Context: an optimization exercise on an open-source flow, tuned for small area and a short achievable clock period. The choices shown serve that exercise and are no tape-out recipe. Where RTL was checked, it was by simulation tests only, not by an equivalence proof against the original.

==> job 5014: inputs <==
Design mac_demo, start of the top module:
module mac_demo(input clk, input reset, input ena,
                input signed [15:0] k, input signed [15:0] x,
                output signed [31:0] acc_out);
Settings: LEC_CHECK=0, ABC_AREA=1, CAP_MARGIN=20, CORE_MARGIN=2, CORE_UTILIZATION=40, CTS_BUF_LIST=sky130_fd_sc_hd__clkbuf_4 sky130_fd_sc_hd__clkbuf_8, SETUP_SLACK_MARGIN=2.7, SLEW_MARGIN=20, SYNTH_HIERARCHICAL=1, SYNTH_MINIMUM_KEEP_SIZE=0; clock period 7.0 ns.
standard.sh (not shown) runs the stock make flow with config.mk's settings and CLKGATE_MAP_FILE= SYNTH_SCRIPT=/design/flow/synth_recipe.tcl, a recipe that flattens the netlist after the stock synthesis.
==> flow/flow/run.sh <==
#!/bin/bash
# The standard layout (the standard.sh, unchanged synthesis), except that
# the port buffers are plain buffers and the clock-delay buffer cells are not
# used anywhere. The make output goes to standard.log; ORFS keeps each step's
# log under orfs/logs/.
set -uo pipefail
export BUFFER_PORTS_ARGS="-buffer_cell sky130_fd_sc_hd__buf_2"
export DONT_USE_CELLS="sky130_fd_sc_hd__clkdlybuf4s15_1 sky130_fd_sc_hd__clkdlybuf4s15_2 sky130_fd_sc_hd__clkdlybuf4s18_1 sky130_fd_sc_hd__clkdlybuf4s18_2 sky130_fd_sc_hd__clkdlybuf4s25_1 sky130_fd_sc_hd__clkdlybuf4s25_2 sky130_fd_sc_hd__clkdlybuf4s50_1 sky130_fd_sc_hd__clkdlybuf4s50_2"
bash standard.sh > standard.log 2>&1
==> job 1036: changes against job 5014 <==
--- a/flow/design.v
+++ b/flow/design.v
@@ -146,97 +146,81 @@
   assign acc_out = ap ^ {pg57, pg42, pg56, pg35, pg55, pg41, pg54, pg32, pg53, pg40, pg52, pg34, pg51, pg39, pg50, pg29, pg49, pg38, pg48, pg33, pg47, pg37, pg46, pg25, pg45, pg36, pg44, pg17, pg43, pg1, ag[0], 1'b0};
   wire en = ena & ~reset;
   wire [31:0] fb = acc_out & {32{~reset}};
   wire [16:0] xe = {x, 1'b0};
   wire [16:0] ke = {k[15], k};
   wire [17:0] ke2 = {ke, 1'b0};
-  wire [7:0] ng, ngb;
+  wire [7:0] ng;
   wire b0_one = (xe[1] ^ xe[0]) & en;
   wire b0_two = ((xe[2] & ~xe[1] & ~xe[0]) | (~xe[2] & xe[1] & xe[0])) & en;
   assign ng[0] = xe[2];
-  wire [16:0] t0 = ke ~^ {17{ng[0]}};
-  wire [16:0] pp0 = ~(({17{b0_one}} & t0) | ({17{b0_two}} & {t0[15:0], ~ng[0]}));
-  assign ngb[0] = ng[0] | ~(b0_one | b0_two);
+  wire [16:0] pp0 = (({17{b0_one}} & ke) | ({17{b0_two}} & ke2[16:0])) ^ {17{ng[0]}};
   wire b1_one = (xe[3] ^ xe[2]) & en;
   wire b1_two = ((xe[4] & ~xe[3] & ~xe[2]) | (~xe[4] & xe[3] & xe[2])) & en;
   assign ng[1] = xe[4];
-  wire [16:0] t1 = ke ~^ {17{ng[1]}};
-  wire [16:0] pp1 = ~(({17{b1_one}} & t1) | ({17{b1_two}} & {t1[15:0], ~ng[1]}));
-  assign ngb[1] = ng[1] | ~(b1_one | b1_two);
+  wire [16:0] pp1 = (({17{b1_one}} & ke) | ({17{b1_two}} & ke2[16:0])) ^ {17{ng[1]}};
   wire b2_one = (xe[5] ^ xe[4]) & en;
   wire b2_two = ((xe[6] & ~xe[5] & ~xe[4]) | (~xe[6] & xe[5] & xe[4])) & en;
   assign ng[2] = xe[6];
-  wire [16:0] t2 = ke ~^ {17{ng[2]}};
-  wire [16:0] pp2 = ~(({17{b2_one}} & t2) | ({17{b2_two}} & {t2[15:0], ~ng[2]}));
-  assign ngb[2] = ng[2] | ~(b2_one | b2_two);
+  wire [16:0] pp2 = (({17{b2_one}} & ke) | ({17{b2_two}} & ke2[16:0])) ^ {17{ng[2]}};
   wire b3_one = (xe[7] ^ xe[6]) & en;
   wire b3_two = ((xe[8] & ~xe[7] & ~xe[6]) | (~xe[8] & xe[7] & xe[6])) & en;
   assign ng[3] = xe[8];
-  wire [16:0] t3 = ke ~^ {17{ng[3]}};
-  wire [16:0] pp3 = ~(({17{b3_one}} & t3) | ({17{b3_two}} & {t3[15:0], ~ng[3]}));
-  assign ngb[3] = ng[3] | ~(b3_one | b3_two);
+  wire [16:0] pp3 = (({17{b3_one}} & ke) | ({17{b3_two}} & ke2[16:0])) ^ {17{ng[3]}};
   wire b4_one = (xe[9] ^ xe[8]) & en;
   wire b4_two = ((xe[10] & ~xe[9] & ~xe[8]) | (~xe[10] & xe[9] & xe[8])) & en;
   assign ng[4] = xe[10];
-  wire [16:0] t4 = ke ~^ {17{ng[4]}};
-  wire [16:0] pp4 = ~(({17{b4_one}} & t4) | ({17{b4_two}} & {t4[15:0], ~ng[4]}));
-  assign ngb[4] = ng[4] | ~(b4_one | b4_two);
+  wire [16:0] pp4 = (({17{b4_one}} & ke) | ({17{b4_two}} & ke2[16:0])) ^ {17{ng[4]}};
   wire b5_one = (xe[11] ^ xe[10]) & en;
   wire b5_two = ((xe[12] & ~xe[11] & ~xe[10]) | (~xe[12] & xe[11] & xe[10])) & en;
   assign ng[5] = xe[12];
-  wire [16:0] t5 = ke ~^ {17{ng[5]}};
-  wire [16:0] pp5 = ~(({17{b5_one}} & t5) | ({17{b5_two}} & {t5[15:0], ~ng[5]}));
-  assign ngb[5] = ng[5] | ~(b5_one | b5_two);
+  wire [16:0] pp5 = (({17{b5_one}} & ke) | ({17{b5_two}} & ke2[16:0])) ^ {17{ng[5]}};
   wire b6_one = (xe[13] ^ xe[12]) & en;
   wire b6_two = ((xe[14] & ~xe[13] & ~xe[12]) | (~xe[14] & xe[13] & xe[12])) & en;
   assign ng[6] = xe[14];
-  wire [16:0] t6 = ke ~^ {17{ng[6]}};
-  wire [16:0] pp6 = ~(({17{b6_one}} & t6) | ({17{b6_two}} & {t6[15:0], ~ng[6]}));
-  assign ngb[6] = ng[6] | ~(b6_one | b6_two);
+  wire [16:0] pp6 = (({17{b6_one}} & ke) | ({17{b6_two}} & ke2[16:0])) ^ {17{ng[6]}};
   wire b7_one = (xe[15] ^ xe[14]) & en;
   wire b7_two = ((xe[16] & ~xe[15] & ~xe[14]) | (~xe[16] & xe[15] & xe[14])) & en;
   assign ng[7] = xe[16];
-  wire [16:0] t7 = ke ~^ {17{ng[7]}};
-  wire [16:0] pp7 = ~(({17{b7_one}} & t7) | ({17{b7_two}} & {t7[15:0], ~ng[7]}));
-  assign ngb[7] = ng[7] | ~(b7_one | b7_two);
+  wire [16:0] pp7 = (({17{b7_one}} & ke) | ({17{b7_two}} & ke2[16:0])) ^ {17{ng[7]}};
   wire [4:0] pk;
   assign pk[0] = k[0];
   assign pk[1] = k[1] ^ (ng[7] & |k[0:0]);
   assign pk[2] = k[2] ^ (ng[7] & |k[1:0]);
   assign pk[3] = k[3] ^ (ng[7] & |k[2:0]);
   assign pk[4] = k[4] ^ (ng[7] & |k[3:0]);
   wire [4:0] pe7 = ({5{b7_one}} & pk) | ({5{b7_two}} & {pk[3:0], 1'b0});
-  wire c7 = ngb[7] & ~(b7_one & |k[4:0]) & ~(b7_two & |k[3:0]);
+  wire c7 = ng[7] & ~(b7_one & |k[4:0]) & ~(b7_two & |k[3:0]);
   wire fs0, fc0;
-  fa u_fa0 (.a(fb[0]), .b(pp0[0]), .c(ngb[0]), .s(fs0), .co(fc0));
+  fa u_fa0 (.a(ng[0]), .b(fb[0]), .c(pp0[0]), .s(fs0), .co(fc0));
   wire fs1, fc1;
   fa u_fa1 (.a(fb[1]), .b(pp0[1]), .c(fc0), .s(fs1), .co(fc1));
   wire fs2, fc2;
-  fa u_fa2 (.a(fb[2]), .b(pp0[2]), .c(pp1[0]), .s(fs2), .co(fc2));
+  fa u_fa2 (.a(ng[1]), .b(fb[2]), .c(pp0[2]), .s(fs2), .co(fc2));
   wire fs3, fc3;
-  fa u_fa3 (.a(ngb[1]), .b(fs2), .c(fc1), .s(fs3), .co(fc3));
+  fa u_fa3 (.a(pp1[0]), .b(fs2), .c(fc1), .s(fs3), .co(fc3));
   wire fs4, fc4;
   fa u_fa4 (.a(fb[3]), .b(pp0[3]), .c(pp1[1]), .s(fs4), .co(fc4));
   wire hs0, hc0;
   ha u_ha0 (.a(fc2), .b(fs4), .s(hs0), .co(hc0));
   wire fs5, fc5;
-  fa u_fa5 (.a(fb[4]), .b(pp0[4]), .c(pp1[2]), .s(fs5), .co(fc5));
+  fa u_fa5 (.a(ng[2]), .b(fb[4]), .c(pp0[4]), .s(fs5), .co(fc5));
   wire fs6, fc6;
-  fa u_fa6 (.a(pp2[0]), .b(ngb[2]), .c(fc4), .s(fs6), .co(fc6));
+  fa u_fa6 (.a(pp1[2]), .b(pp2[0]), .c(fc4), .s(fs6), .co(fc6));
   wire fs7, fc7;
   fa u_fa7 (.a(fs5), .b(hc0), .c(fs6), .s(fs7), .co(fc7));
   wire fs8, fc8;
   fa u_fa8 (.a(fb[5]), .b(pp0[5]), .c(pp1[3]), .s(fs8), .co(fc8));
   wire fs9, fc9;
   fa u_fa9 (.a(pp2[1]), .b(fc5), .c(fs8), .s(fs9), .co(fc9));
   wire hs1, hc1;
   ha u_ha1 (.a(fc6), .b(fs9), .s(hs1), .co(hc1));
   wire fs10, fc10;
-  fa u_fa10 (.a(fb[6]), .b(pp0[6]), .c(pp1[4]), .s(fs10), .co(fc10));
+  fa u_fa10 (.a(ng[3]), .b(fb[6]), .c(pp0[6]), .s(fs10), .co(fc10));
   wire fs11, fc11;
-  fa u_fa11 (.a(pp2[2]), .b(pp3[0]), .c(ngb[3]), .s(fs11), .co(fc11));
+  fa u_fa11 (.a(pp1[4]), .b(pp2[2]), .c(pp3[0]), .s(fs11), .co(fc11));
   wire fs12, fc12;
   fa u_fa12 (.a(fc8), .b(fs10), .c(fs11), .s(fs12), .co(fc12));
   wire hs2, hc2;
   ha u_ha2 (.a(fc9), .b(fs12), .s(hs2), .co(hc2));
   wire fs13, fc13;
   fa u_fa13 (.a(fb[7]), .b(pp0[7]), .c(pp1[5]), .s(fs13), .co(fc13));
@@ -244,35 +228,35 @@
   fa u_fa14 (.a(pp2[3]), .b(pp3[1]), .c(fc10), .s(fs14), .co(fc14));
   wire fs15, fc15;
   fa u_fa15 (.a(fc11), .b(fs13), .c(fs14), .s(fs15), .co(fc15));
   wire hs3, hc3;
   ha u_ha3 (.a(fc12), .b(hc2), .s(hs3), .co(hc3));
   wire fs16, fc16;
-  fa u_fa16 (.a(fb[8]), .b(pp0[8]), .c(pp1[6]), .s(fs16), .co(fc16));
+  fa u_fa16 (.a(ng[4]), .b(fb[8]), .c(pp0[8]), .s(fs16), .co(fc16));
   wire fs17, fc17;
-  fa u_fa17 (.a(pp2[4]), .b(pp3[2]), .c(pp4[0]), .s(fs17), .co(fc17));
+  fa u_fa17 (.a(pp1[6]), .b(pp2[4]), .c(pp3[2]), .s(fs17), .co(fc17));
   wire hs4, hc4;
-  ha u_ha4 (.a(ngb[4]), .b(fc13), .s(hs4), .co(hc4));
+  ha u_ha4 (.a(pp4[0]), .b(fc13), .s(hs4), .co(hc4));
   wire fs18, fc18;
   fa u_fa18 (.a(fb[9]), .b(pp0[9]), .c(pp1[7]), .s(fs18), .co(fc18));
   wire hs5, hc5;
   ha u_ha5 (.a(pp2[5]), .b(pp3[3]), .s(hs5), .co(hc5));
   wire fs19, fc19;
-  fa u_fa19 (.a(fb[10]), .b(pp0[10]), .c(pp1[8]), .s(fs19), .co(fc19));
+  fa u_fa19 (.a(ng[5]), .b(fb[10]), .c(pp0[10]), .s(fs19), .co(fc19));
   wire fs20, fc20;
-  fa u_fa20 (.a(pp2[6]), .b(pp3[4]), .c(pp4[2]), .s(fs20), .co(fc20));
+  fa u_fa20 (.a(pp1[8]), .b(pp2[6]), .c(pp3[4]), .s(fs20), .co(fc20));
   wire fs21, fc21;
   fa u_fa21 (.a(fb[11]), .b(pp0[11]), .c(pp1[9]), .s(fs21), .co(fc21));
   wire hs6, hc6;
   ha u_ha6 (.a(pp2[7]), .b(pp3[5]), .s(hs6), .co(hc6));
   wire fs22, fc22;
-  fa u_fa22 (.a(fb[12]), .b(pp0[12]), .c(pp1[10]), .s(fs22), .co(fc22));
+  fa u_fa22 (.a(ng[6]), .b(fb[12]), .c(pp0[12]), .s(fs22), .co(fc22));
   wire fs23, fc23;
-  fa u_fa23 (.a(pp2[8]), .b(pp3[6]), .c(pp4[4]), .s(fs23), .co(fc23));
+  fa u_fa23 (.a(pp1[10]), .b(pp2[8]), .c(pp3[6]), .s(fs23), .co(fc23));
   wire hs7, hc7;
-  ha u_ha7 (.a(pp5[2]), .b(pp6[0]), .s(hs7), .co(hc7));
+  ha u_ha7 (.a(pp4[4]), .b(pp5[2]), .s(hs7), .co(hc7));
   wire fs24, fc24;
   fa u_fa24 (.a(fb[13]), .b(pp0[13]), .c(pp1[11]), .s(fs24), .co(fc24));
   wire fs25, fc25;
   fa u_fa25 (.a(pp2[9]), .b(pp3[7]), .c(pp4[5]), .s(fs25), .co(fc25));
   wire hs8, hc8;
   ha u_ha8 (.a(pp5[3]), .b(pp6[1]), .s(hs8), .co(hc8));
@@ -331,21 +315,21 @@
   fa u_fa48 (.a(fs16), .b(fs17), .c(hs4), .s(fs48), .co(fc48));
   wire fs49, fc49;
   fa u_fa49 (.a(pp4[1]), .b(hs5), .c(fc16), .s(fs49), .co(fc49));
   wire hs11, hc11;
   ha u_ha11 (.a(fc17), .b(fs18), .s(hs11), .co(hc11));
   wire fs50, fc50;
-  fa u_fa50 (.a(pp5[0]), .b(ngb[5]), .c(hc5), .s(fs50), .co(fc50));
+  fa u_fa50 (.a(pp4[2]), .b(pp5[0]), .c(hc5), .s(fs50), .co(fc50));
   wire fs51, fc51;
   fa u_fa51 (.a(fc18), .b(fs19), .c(fs20), .s(fs51), .co(fc51));
   wire fs52, fc52;
   fa u_fa52 (.a(pp4[3]), .b(pp5[1]), .c(hs6), .s(fs52), .co(fc52));
   wire fs53, fc53;
   fa u_fa53 (.a(fc19), .b(fc20), .c(fs21), .s(fs53), .co(fc53));
   wire fs54, fc54;
-  fa u_fa54 (.a(ngb[6]), .b(hc6), .c(hs7), .s(fs54), .co(fc54));
+  fa u_fa54 (.a(pp6[0]), .b(hc6), .c(hs7), .s(fs54), .co(fc54));
   wire fs55, fc55;
   fa u_fa55 (.a(fc21), .b(fs22), .c(fs23), .s(fs55), .co(fc55));
   wire fs56, fc56;
   fa u_fa56 (.a(hc7), .b(hs8), .c(fc22), .s(fs56), .co(fc56));
   wire fs57, fc57;
   fa u_fa57 (.a(fc23), .b(fs24), .c(fs25), .s(fs57), .co(fc57));
@@ -494,14 +478,14 @@
   fa u_fa122 (.a(hs15), .b(pp7[15]), .c(fc101), .s(fs122), .co(fc122));
   wire fs123, fc123;
   fa u_fa123 (.a(fb[30]), .b(hc15), .c(~pp7[16]), .s(fs123), .co(fc123));
   wire hs17, hc17;
   assign hs17 = ~fb[31];
   assign hc17 = fb[31];
-  wire [31:0] ns = {hs17, fs123, fs122, fs121, fs120, fc118, fs118, fs117, fc115, fc114, fc113, fc112, fc111, fc110, fc109, fc108, fc107, fc106, fc105, fc104, fc103, fc102, hc16, hs14, fs15, hc1, fc7, fs7, hs0, fs3, fs1, fs0};
-  wire [31:0] nc = {fc123, fc122, fc121, fc120, fc119, fs119, fc117, fc116, fs116, fs115, fs114, fs113, fs112, fs111, fs110, fs109, fs108, fs107, fs106, fs105, fs104, fs103, fs102, hs16, hs3, hs2, hs1, 1'b0, fc3, 1'b0, 1'b0, 1'b0};
+  wire [31:0] ns = {hs17, fs123, fs122, fs121, fs120, fc118, fs118, fs117, fc115, fc114, fc113, fc112, fc111, fc110, fc109, fc108, fc107, fc106, fc105, fc104, fc103, fs103, hc16, hs14, fs15, hc1, fc7, fs7, hs0, fs3, fs1, fs0};
+  wire [31:0] nc = {fc123, fc122, fc121, fc120, fc119, fs119, fc117, fc116, fs116, fs115, fs114, fs113, fs112, fs111, fs110, fs109, fs108, fs107, fs106, fs105, fs104, fc102, fs102, hs16, hs3, hs2, hs1, 1'b0, fc3, 1'b0, 1'b0, 1'b0};
   always @(posedge clk) begin
     rs <= ns;
     rc <= nc;
   end
 endmodule
 module fa(input a, input b, input c, output s, output co);
- CTS_BUF_LIST: sky130_fd_sc_hd__clkbuf_4 sky130_fd_sc_hd__clkbuf_8 -> default
- SETUP_SLACK_MARGIN: 2.7 -> 3.0
==> comparison <==
Of job 5014 and job 1036, job 1036 has the higher core utilization (gap 14 points). Die area: job 5014 is larger than job 1036 (about 4%). In flip-flop and latch count, job 1036 and job 5014 do not differ. Of job 1036 and job 5014, job 1036 has the higher register-to-register slack (gap 0.02 ns). Via count: job 1036 is higher than job 5014 (14%). Of job 1036 and job 5014, job 5014 has the higher worst hold slack (gap 0.017 ns). Critical path depth is the same in job 5014 and job 1036. In job 5014 the design area is lower than in job 1036, by 21%. Against job 5014, the worst setup slack of job 1036 is lower by 0.074 ns. Against job 5014, the fmax of job 1036 is lower by about 1.7%. First-iteration DRC count: job 1036 is higher than job 5014 (84%).
The RTL of job 5014 was laid out without a check of its function.

==> static timing again, ports no longer ideal <==
How much do the figures lean on ideal ports? The routed layouts below were timed once more, with nothing changed but the port constraints. Step 1, drivers: a clkbuf_16 drives clk and a buf_2 each remaining input, both assumed. Step 2 adds t to the input delays and takes it off the output delays; t is the mean of the earliest and latest rising clock arrival at the registers after step 1. Input paths then give back, and output paths get back, about the clock's delay inside the block. Three values: ideal ports, drivers, drivers and shift; two values: the first two.
| run | shift t [ns] | setup slack, ns | hold WS [ns] | worst data-port slew with drivers (ns) |
|---|---|---|---|---|
| job 5014 | 0.402 | 2.787 / 2.806 / 2.404 | 0.645 / 0.645 / 0.645 | 0.05 |
| job 1036 | 0.391 | 2.713 / 2.607 / 2.216 | 0.628 / 0.628 / 0.628 | 0.20 |
After both steps every run listed still meets setup and hold. For job 1036, which loses most, drivers alone change the setup slack by -0.106 ns; drivers and shift together by -0.497 ns.
